This is an optimization exercise on Yosys and OpenROAD, whose aim is small area, not a production implementation. Only simulation tests tie the RTL to the original design; equivalence was not proved. Power and IR drop assume default switching activity.

**flow/run.sh**
```bash
#!/bin/bash
# synth_recipe.tcl (not shown) runs the flow's synth.tcl, then flattens the netlist and writes it again
# the make line also repeats each setting of config.mk as NAME=value (left out here)
make -C /OpenROAD-flow-scripts/flow DESIGN_CONFIG=/design/flow/config.mk WORK_HOME=/design/flow/orfs CLKGATE_MAP_FILE= SYNTH_SCRIPT=/design/flow/synth_recipe.tcl finish
```
**flow/config.mk**
```make
export PLATFORM = sky130hd
export DESIGN_NAME = top
export DESIGN_NICKNAME = top
export VERILOG_FILES = /design/flow/design.v
export SDC_FILE = /design/flow/constraint.sdc
export NUM_CORES = 4
export LEC_CHECK = 0
export CAP_MARGIN = 20
export CORE_MARGIN = 2
export CORE_UTILIZATION = 40
export SLEW_MARGIN = 20
```
**flow/constraint.sdc**
```tcl
create_clock -name core_clock -period 10.0 [get_ports {Clock}]
set_input_delay 2.0000 -clock core_clock [delete_from_list [all_inputs] [get_ports {Clock}]]
set_output_delay 2.0000 -clock core_clock [all_outputs]
set_load 0.01 [all_outputs]
```
**flow/design.v**
```verilog
module uart_rx 
  #(parameter CLKS_PER_BIT = 87)
  (
   input        i_Clock,  
   input        i_Reset,  
   input        i_Rx_Serial,  
   output       o_Rx_DV,  
   output [7:0] o_Rx_Byte  
   );
  parameter s_IDLE         = 3'b000;
  parameter s_RX_START_BIT = 3'b001;
  parameter s_RX_DATA_BITS = 3'b010;
  parameter s_RX_STOP_BIT  = 3'b011;
  parameter s_CLEANUP      = 3'b100;
  reg           r_Rx_Data_R;
  reg           r_Rx_Data;
  reg [7:0]     r_Clock_Count;
  reg [2:0]     r_Bit_Index;  
  reg [7:0]     r_Rx_Byte;
  reg           r_Rx_DV;  
  reg [2:0]     r_SM_Main;  
  always @(posedge i_Clock)
    begin
      if (i_Reset)
        begin
          r_Rx_Data_R <= 1'b1;
          r_Rx_Data   <= 1'b1;
        end
      else
        begin
          r_Rx_Data_R <= i_Rx_Serial;
          r_Rx_Data   <= r_Rx_Data_R;
        end
    end
  always @(posedge i_Clock)
    begin
      if (i_Reset)
        begin
          r_Clock_Count <= 0;
          r_Bit_Index   <= 0;
          r_Rx_Byte     <= 0;
          r_Rx_DV       <= 1'b0;
          r_SM_Main     <= s_IDLE;
        end
      else
      case (r_SM_Main)
        s_IDLE :
          begin
            r_Rx_DV       <= 1'b0;
            r_Clock_Count <= 0;
            r_Bit_Index   <= 0;
            if (r_Rx_Data == 1'b0)           
              r_SM_Main <= s_RX_START_BIT;
            else
              r_SM_Main <= s_IDLE;
          end
        s_RX_START_BIT :
          begin
            if (r_Clock_Count == (CLKS_PER_BIT-1)/2)
              begin
                if (r_Rx_Data == 1'b0)
                  begin
                    r_Clock_Count <= 0;   
                    r_SM_Main     <= s_RX_DATA_BITS;
                  end
                else
                  r_SM_Main <= s_IDLE;
              end
            else
              begin
                r_Clock_Count <= r_Clock_Count + 1;
                r_SM_Main     <= s_RX_START_BIT;
              end
          end  
        s_RX_DATA_BITS :
          begin
            if (r_Clock_Count < CLKS_PER_BIT-1)
              begin
                r_Clock_Count <= r_Clock_Count + 1;
                r_SM_Main     <= s_RX_DATA_BITS;
              end
            else
              begin
                r_Clock_Count          <= 0;
                r_Rx_Byte[r_Bit_Index] <= r_Rx_Data;
                if (r_Bit_Index < 7)
                  begin
                    r_Bit_Index <= r_Bit_Index + 1;
                    r_SM_Main   <= s_RX_DATA_BITS;
                  end
                else
                  begin
                    r_Bit_Index <= 0;
                    r_SM_Main   <= s_RX_STOP_BIT;
                  end
              end
          end  
        s_RX_STOP_BIT :
          begin
            if (r_Clock_Count < CLKS_PER_BIT-1)
              begin
                r_Clock_Count <= r_Clock_Count + 1;
                r_SM_Main     <= s_RX_STOP_BIT;
              end
            else
              begin
                r_Rx_DV       <= 1'b1;
                r_Clock_Count <= 0;
                r_SM_Main     <= s_CLEANUP;
              end
          end  
        s_CLEANUP :
          begin
            r_SM_Main <= s_IDLE;
            r_Rx_DV   <= 1'b0;
          end
        default :
          r_SM_Main <= s_IDLE;
      endcase
    end   
  assign o_Rx_DV   = r_Rx_DV;
  assign o_Rx_Byte = r_Rx_Byte;
endmodule  
module uart_tx 
  #(parameter CLKS_PER_BIT = 87)
  (
   input       i_Clock,
   input       i_Reset,  
   input       i_Tx_DV,  
   input [7:0] i_Tx_Byte, 
   output      o_Tx_Active,
   output reg  o_Tx_Serial,
   output      o_Tx_Done
   );
  parameter s_IDLE         = 3'b000;
  parameter s_TX_START_BIT = 3'b001;
  parameter s_TX_DATA_BITS = 3'b010;
  parameter s_TX_STOP_BIT  = 3'b011;
  parameter s_CLEANUP      = 3'b100;
  reg [2:0]    r_SM_Main;
  reg [7:0]    r_Clock_Count;
  reg [2:0]    r_Bit_Index;
  reg [7:0]    r_Tx_Data;
  reg          r_Tx_Done;
  reg          r_Tx_Active;
  always @(posedge i_Clock)
    begin
      if (i_Reset)
        begin
          o_Tx_Serial   <= 1'b1;
          r_SM_Main     <= s_IDLE;
          r_Clock_Count <= 0;
          r_Bit_Index   <= 0;
          r_Tx_Data     <= 0;
          r_Tx_Done     <= 1'b0;
          r_Tx_Active   <= 1'b0;
        end
      else
      case (r_SM_Main)
        s_IDLE :
          begin
            o_Tx_Serial   <= 1'b1;          
            r_Tx_Done     <= 1'b0;
            r_Clock_Count <= 0;
            r_Bit_Index   <= 0;
            if (i_Tx_DV == 1'b1)
              begin
                r_Tx_Active <= 1'b1;
                r_Tx_Data   <= i_Tx_Byte;
                r_SM_Main   <= s_TX_START_BIT;
              end
            else
              r_SM_Main <= s_IDLE;
          end  
        s_TX_START_BIT :
          begin
            o_Tx_Serial <= 1'b0;
            if (r_Clock_Count < CLKS_PER_BIT-1)
              begin
                r_Clock_Count <= r_Clock_Count + 1;
                r_SM_Main     <= s_TX_START_BIT;
              end
            else
              begin
                r_Clock_Count <= 0;
                r_SM_Main     <= s_TX_DATA_BITS;
              end
          end  
        s_TX_DATA_BITS :
          begin
            o_Tx_Serial <= r_Tx_Data[r_Bit_Index];
            if (r_Clock_Count < CLKS_PER_BIT-1)
              begin
                r_Clock_Count <= r_Clock_Count + 1;
                r_SM_Main     <= s_TX_DATA_BITS;
              end
            else
              begin
                r_Clock_Count <= 0;
                if (r_Bit_Index < 7)
                  begin
                    r_Bit_Index <= r_Bit_Index + 1;
                    r_SM_Main   <= s_TX_DATA_BITS;
                  end
                else
                  begin
                    r_Bit_Index <= 0;
                    r_SM_Main   <= s_TX_STOP_BIT;
                  end
              end
          end  
        s_TX_STOP_BIT :
          begin
            o_Tx_Serial <= 1'b1;
            if (r_Clock_Count < CLKS_PER_BIT-1)
              begin
                r_Clock_Count <= r_Clock_Count + 1;
                r_SM_Main     <= s_TX_STOP_BIT;
              end
            else
              begin
                r_Tx_Done     <= 1'b1;
                r_Clock_Count <= 0;
                r_SM_Main     <= s_CLEANUP;
                r_Tx_Active   <= 1'b0;
              end
          end  
        s_CLEANUP :
          begin
            r_Tx_Done <= 1'b1;
            r_SM_Main <= s_IDLE;
          end
        default :
          r_SM_Main <= s_IDLE;
      endcase
    end
  assign o_Tx_Active = r_Tx_Active;
  assign o_Tx_Done   = r_Tx_Done;
endmodule
`timescale 1ns / 1ps
module synq_fifo #(parameter data_width = 8, depth = 32)
    (clk, rst, wr_en, wr_data, rd_en, rd_data, f_empty, f_full);
    input clk;
    input rst;
    input wr_en;
    input [data_width-1:0] wr_data;
    input rd_en;
    output [data_width-1:0] rd_data; 
    output f_empty;
    output f_full;
    reg [data_width-1:0] r_rd_data;
    reg [$clog2(depth)-1:0] wr_ptr, rd_ptr;
    reg [data_width-1:0] fifo [depth-1:0];
    integer count;
    always @(posedge clk)
    begin
        if(rst)
        begin
            r_rd_data <= 0;
            wr_ptr <= 0;
            rd_ptr <= 0;
            count <= 0;
        end
        else if(wr_en && !f_full && rd_en && !f_empty)
        begin
            fifo[wr_ptr] <= wr_data;
            wr_ptr <= wr_ptr+1;
            count <= count;
            r_rd_data <= fifo[rd_ptr];
            rd_ptr <= rd_ptr+1;
            fifo[rd_ptr] <= 0;
        end
        else if(wr_en && !f_full)
        begin
            fifo[wr_ptr] <= wr_data;
            wr_ptr <= wr_ptr+1;
            count <= count + 1'b1;
        end
        else if(rd_en && !f_empty)
        begin
            r_rd_data <= fifo[rd_ptr];
            rd_ptr <= rd_ptr+1;
            count <= count - 1'b1;
            fifo[rd_ptr] <= 0;
        end
        else
            r_rd_data <= 0;
    end
    assign rd_data = r_rd_data;
    assign f_full = (count == depth);
    assign f_empty = (count ==0);
endmodule
module control_logic(
    input i_Clock,
    input i_Reset,
    input [7:0] i_Byte,
    input i_DV,
    output o_wr_en,
    output o_rd_en,
    output [7:0] o_wr_Byte
    );
    reg [7:0] r_i_Byte;
    reg r_wr_en;
    reg r_rd_en;
    reg [7:0] r_wr_Byte;
    always @(posedge i_Clock)
    begin
        if (i_Reset)
        begin
            r_i_Byte  <= 0;
            r_wr_en   <= 0;
            r_rd_en   <= 0;
            r_wr_Byte <= 0;
        end
        else begin
        r_i_Byte[7:0] <= i_Byte[7:0];
        if(!i_DV)
        begin
            r_wr_en <= 0;
            r_rd_en <= 0;
            r_wr_Byte <= 0;
        end
        else begin
            if (r_i_Byte[7:0] == 8'h5C)
            begin
                r_rd_en <= 1;
            end
            else begin
                r_wr_en <= 1;
                r_wr_Byte <= i_Byte;
            end
        end
        end
     end
    assign o_wr_en = r_wr_en;
    assign o_rd_en = r_rd_en;
    assign o_wr_Byte = r_wr_Byte;
endmodule
module top(
    input Clock,
    input Reset,
    input Rx_Serial,
    output f_full,
    output f_empty,
    output Tx_Active,
    output Tx_Serial,
    output Tx_Done
    );
    wire DV,rd,wr;
    wire [7:0] Byte,rd_dt,wr_dt;
    reg tx_dv;
    always @(posedge Clock)
        if (Reset) tx_dv <= 1'b0;
        else       tx_dv <= rd;
uart_rx uart_rx_inst(
   .i_Clock(Clock),
   .i_Reset(Reset),
   .i_Rx_Serial(Rx_Serial), 
   .o_Rx_DV(DV), 
   .o_Rx_Byte(Byte) 
   );
uart_tx uart_tx_inst(
   .i_Clock(Clock),
   .i_Reset(Reset),
   .i_Tx_DV(tx_dv),
   .i_Tx_Byte(rd_dt), 
   .o_Tx_Active(Tx_Active),
   .o_Tx_Serial(Tx_Serial),
   .o_Tx_Done(Tx_Done)
   );
synq_fifo synq_fifo_inst(
    .clk(Clock), 
    .rst(Reset), 
    .wr_en(wr), 
    .wr_data(wr_dt), 
    .rd_en(rd), 
    .rd_data(rd_dt), 
    .f_empty(f_empty), 
    .f_full(f_full)
    );
control_logic control_logic_inst(
    .i_Clock(Clock),
   .i_Reset(Reset),
    .i_Byte(Byte),
    .i_DV(DV),
    .o_wr_en(wr),
    .o_rd_en(rd),
    .o_wr_Byte(wr_dt)
    ); 
endmodule
```
==> results.txt <==
- Die Y: between 200 and 250 um
- Port Buffers: 7
- Initial core utilization: 0.405
- Sequential share of the synthesized area: 0.426
- Routed vias: between 10,000 and 15,000
- Root buf cell: clkbuf_16
- Clock tree buffer depth: 3
- FF-to-FF setup slack: between 5000 and 6000 ps
- Synthesis Warnings: 5
- Final hold vios: 0
- Number of synthesized flops with an enable pin: 0
- Final Setup Violations: 0
- H-tree lvl count: 2
- Global-route wire length before repair: approximately 77,000 um
- TritonRoute pass-1 iters: 5
- Reg clk slew, reported paths: 60 ps
- Worst R2R Path Depth: 15
- CP Data Required Time: roughly 8000 ps
- Critical Path Sink Type: primary output
- Final Non-Filler Cells: approximately 2,700
- Ports: 8
- Internal power: 2.53 mW
- Ys async rst share: 0
- Sw Share: 0.208
- Post-Syn Instances: 2,101
- Worst-margin pin slew: about 1000 ps
- Area of the multi-input gates: approximately 0.0096 sq mm
- Final-layout fill cell count: between 4,000 and 5,000
- Cell Pwr Density: 162 mW/mm^2
- Sequential fraction of design power: 0.474
- Placed cell count: about 2,600
- WL/cell: about 18 um
- DRT Wirelength: around 48,000 um
- Psw: 665 uW
- Detail Route Antenna Nets: 0
- Post-CTS Setup Repair Bufs: 0
- Clock Sinks: between 300 and 400
- Final clock skew: around 24 ps
- Period utilization: 0.481
- Layout net count: between 2,000 and 2,500
- Sequential Area: around 0.0076 sq mm
- Reg-to-Reg Start: synq_fifo_inst.count[14]
- Vias/cell: roughly 5.7
- Min Hold Slack: approximately 410 ps
- Final instance area: around 0.020 sq mm
- Worst Hold Class: register to register
- Placement Rows: 77
- Setup crit end: f_empty
- Peak VDD IR: 0.000113 V
- FMAX: 208 MHz
- Kind of critical path: register to primary output
- Total Power: between 3 and 4 mW
- Synthesized area per cell: 8.50 sq um
- Max-cap viol count: 0
- Clock Power Share: 0.522
- Core box area: ~0.044 sq mm
- Hold buffer count at CTS: 0
- Die width: 215 um
- Total track usage: 0.203
- Share of cells above drive strength 1: 0.0981
- Setup_tns: 0 ps
- Setup ws final: ~5200 ps
- Largest net degree at the start of global routing: between 70 and 80
- Top_reg_cell synth: dfxtp_1
- Quantity of gates resized following cts: 0
- Relative slew slack: 0.329
- Post-route core utilization: 0.448
- Max Slew Vio Count: 0
- Remaining DRCs: 0
- Post-DP HPWL: approximately 30,000 um
- Synthesized flop and latch total: 380
- DR iter-0 viols: ~1,500
- Count of cell types in the netlist: 56
- Pre-CTS setup slack: roughly 5400 ps
- Vias in the first global route: around 14,000
- Data arrival, critical path: 2810 ps
- FF-to-FF End: synq_fifo_inst.count[29]
- Die area: ~0.046 sq mm
- Pleak: approximately 7 nW
- RSZ-0062 raised after global routing: false
- Synth Net Count: between 2,000 and 2,500
- CTS tree: built
- Min Tclk post-route: a little under 5000 ps
- Cell Area, Placed: roughly 0.018 sq mm
- Mapped Area: 0.0179 sq mm
- Crit path from: synq_fifo_inst.count[14]
- Total grt overflow: 0
- Initial antenna violation count: 0
- Comb power frac: 0.004
- CP Launch Type: register
- Outcome: no timing/DRC/antenna violations
- Worst-Skew Late Latency: between 500 and 600 ps
- Antenna diode instance count: 0
- CTS Buf Count: 42
- CP Max Fanout: 3
- Final GP Congestion: between 0.8 and 0.9
- Area grow syn2layout: 10.5%
cell type report:
type / count / area share
inverters: 19 / 0.00368
clock inverters: 15 / 0.0112
flip-flops and latches: 380 / 0.386
repair buffers: 29 / 0.0120
clock buffers: 61 / 0.0646
well taps: 592 / 0.0375
multi-input cells: 1555 / 0.485
cells in the mapped netlist (4+ instances only):
cell        n  area [sq um]
a22oi_1     6          45.0
ha_1       45           563
buf_1      42           158
nand2_1   369          1390
a21o_1     21           158
a21oi_1   341          1710
nand3b_1   10          75.1
nor2b_1    13          81.3
nor3_1     12          60.1
dfxtp_1   380          7610
xor2_1     22           193
o21bai_1    4          30.0
o21ai_0   284          1420
nor2_2      4          25.0
nor4b_1     5          43.8
buf_6       5          56.3
nand3_1    25           125
xnor2_1    19           166
o211ai_1    4          30.0
mux4_2     82          1850
nand4_1    20           125
and3_1      9          56.3
or3b_2      4          35.0
a211oi_2    6          75.1
and2_1      4          25.0
inv_1      18          67.6
nor4_1      7          43.8
buf_2      16          80.1
a31oi_1     9          56.3
or3_1       8          50.1
mux2i_1    22           220
clkbuf_1   84           315
nor2_1    160           601
how the worst min path moves through the flow:
stage                                   startpoint                     end  slack, ps  depth (start not counted)
after global placement    uart_rx_inst.r_Rx_Data_R  uart_rx_inst.r_Rx_Data        390                          1
after floorplan           uart_rx_inst.r_Rx_Data_R  uart_rx_inst.r_Rx_Data        390                          1
final                     uart_rx_inst.r_Rx_Data_R  uart_rx_inst.r_Rx_Data        410                          1
after global routing      uart_rx_inst.r_Rx_Data_R  uart_rx_inst.r_Rx_Data        440                          1
after detailed placement  uart_rx_inst.r_Rx_Data_R  uart_rx_inst.r_Rx_Data        390                          1
after CTS                 uart_rx_inst.r_Rx_Data_R  uart_rx_inst.r_Rx_Data        410                          1
worst max-delay path: stages (launching register included):
cell and delay (ps):
dfxtp_1 330, nor4_1 430, nand4_1 250, nor4_2 590, clkdlybuf4s50_1 650
flip-flops by register name, indices dropped and copies added, names as in the netlist, 8 cells and up, named ones only:
register / cells
synq_fifo_inst.r_rd_data: 8
uart_tx_inst.r_Tx_Data: 8
synq_fifo_inst.fifo: 256
synq_fifo_inst.count: 32
uart_rx_inst.r_Clock_Count: 8
control_logic_inst.r_wr_Byte: 8
uart_tx_inst.r_Clock_Count: 8
control_logic_inst.r_i_Byte: 8
uart_rx_inst.r_Rx_Byte: 8
power by group through the flow:
stage          clock network [mW]  registers, mW  logic (mW)
2_1_floorplan                   0           1.55     0.00990
3_3_place_gp                    0           1.55      0.0128
3_5_place_dp                    0           1.55      0.0129
4_1_cts                      1.70           1.51      0.0129
5_1_grt                      1.76           1.51      0.0143
6_report                     1.67           1.51      0.0128
cell usage in the layout, fill, tap and decap left out, types with 6 or more instances in the layout:
master,synthesis,final
dfxtp_1,380,377
nand2_1,369,365
a21oi_1,341,341
o21ai_0,284,284
nor2_1,160,160
mux4_2,82,82
ha_1,45,45
clkbuf_16,0,45
nand3_1,25,25
xor2_1,22,22
mux2i_1,22,22
buf_4,0,22
a21o_1,21,21
nand4_1,20,20
xnor2_1,19,19
inv_1,18,18
nor2b_1,13,13
nor3_1,12,12
nand3b_1,10,10
and3_1,9,9
a31oi_1,9,9
clkbuf_8,0,9
or3_1,8,8
nor4_1,7,7
clkbuf_1,84,7
a211oi_2,6,6
a22oi_1,6,6
clkdlybuf4s50_1,0,6
layer usage:
metal	up-vias	track usage	part of all wire
li1	7288	-	-
met1	7195	0.281	0.47
met2	427	0.321	0.45
met3	77	0.0361	0.060
met4	0	0.0662	0.025
met5	-	0	0
kinds of logic after synthesis:
kind of cell / synth area share
AOI/OAI and AO/OA: 0.208
and+or+nand+nor: 0.160
DFF: 0.426
buffers and inverters: 0.0382
muxes: 0.116
adders and majority gates: 0.0326
xor gates and xnor gates: 0.0201

==> afterwards: timing with drivers on the ports <==
The flow's constraints put no driver on any port. The routed layout listed below was extracted and timed again, unchanged, in two steps. Step 1: set_driving_cell puts a clkbuf_16 on Clock and a buf_2 on each other input, an assumption about the parent block. Step 2, shift: input delay + t, output delay - t, t = (earliest + latest rising clock arrival at the registers) / 2. This alone moves slack from input paths to output paths. Three values: ideal, step 1, step 2; two values: the first two.
t, ns: 0.625
slack for setup (ns): 5.187 / 5.127 / 5.331
pins driven straight from the clock port: 1
After both steps this run still meets setup and hold. For this run, drivers alone change the setup slack by -0.060 ns; drivers and shift together by +0.144 ns.
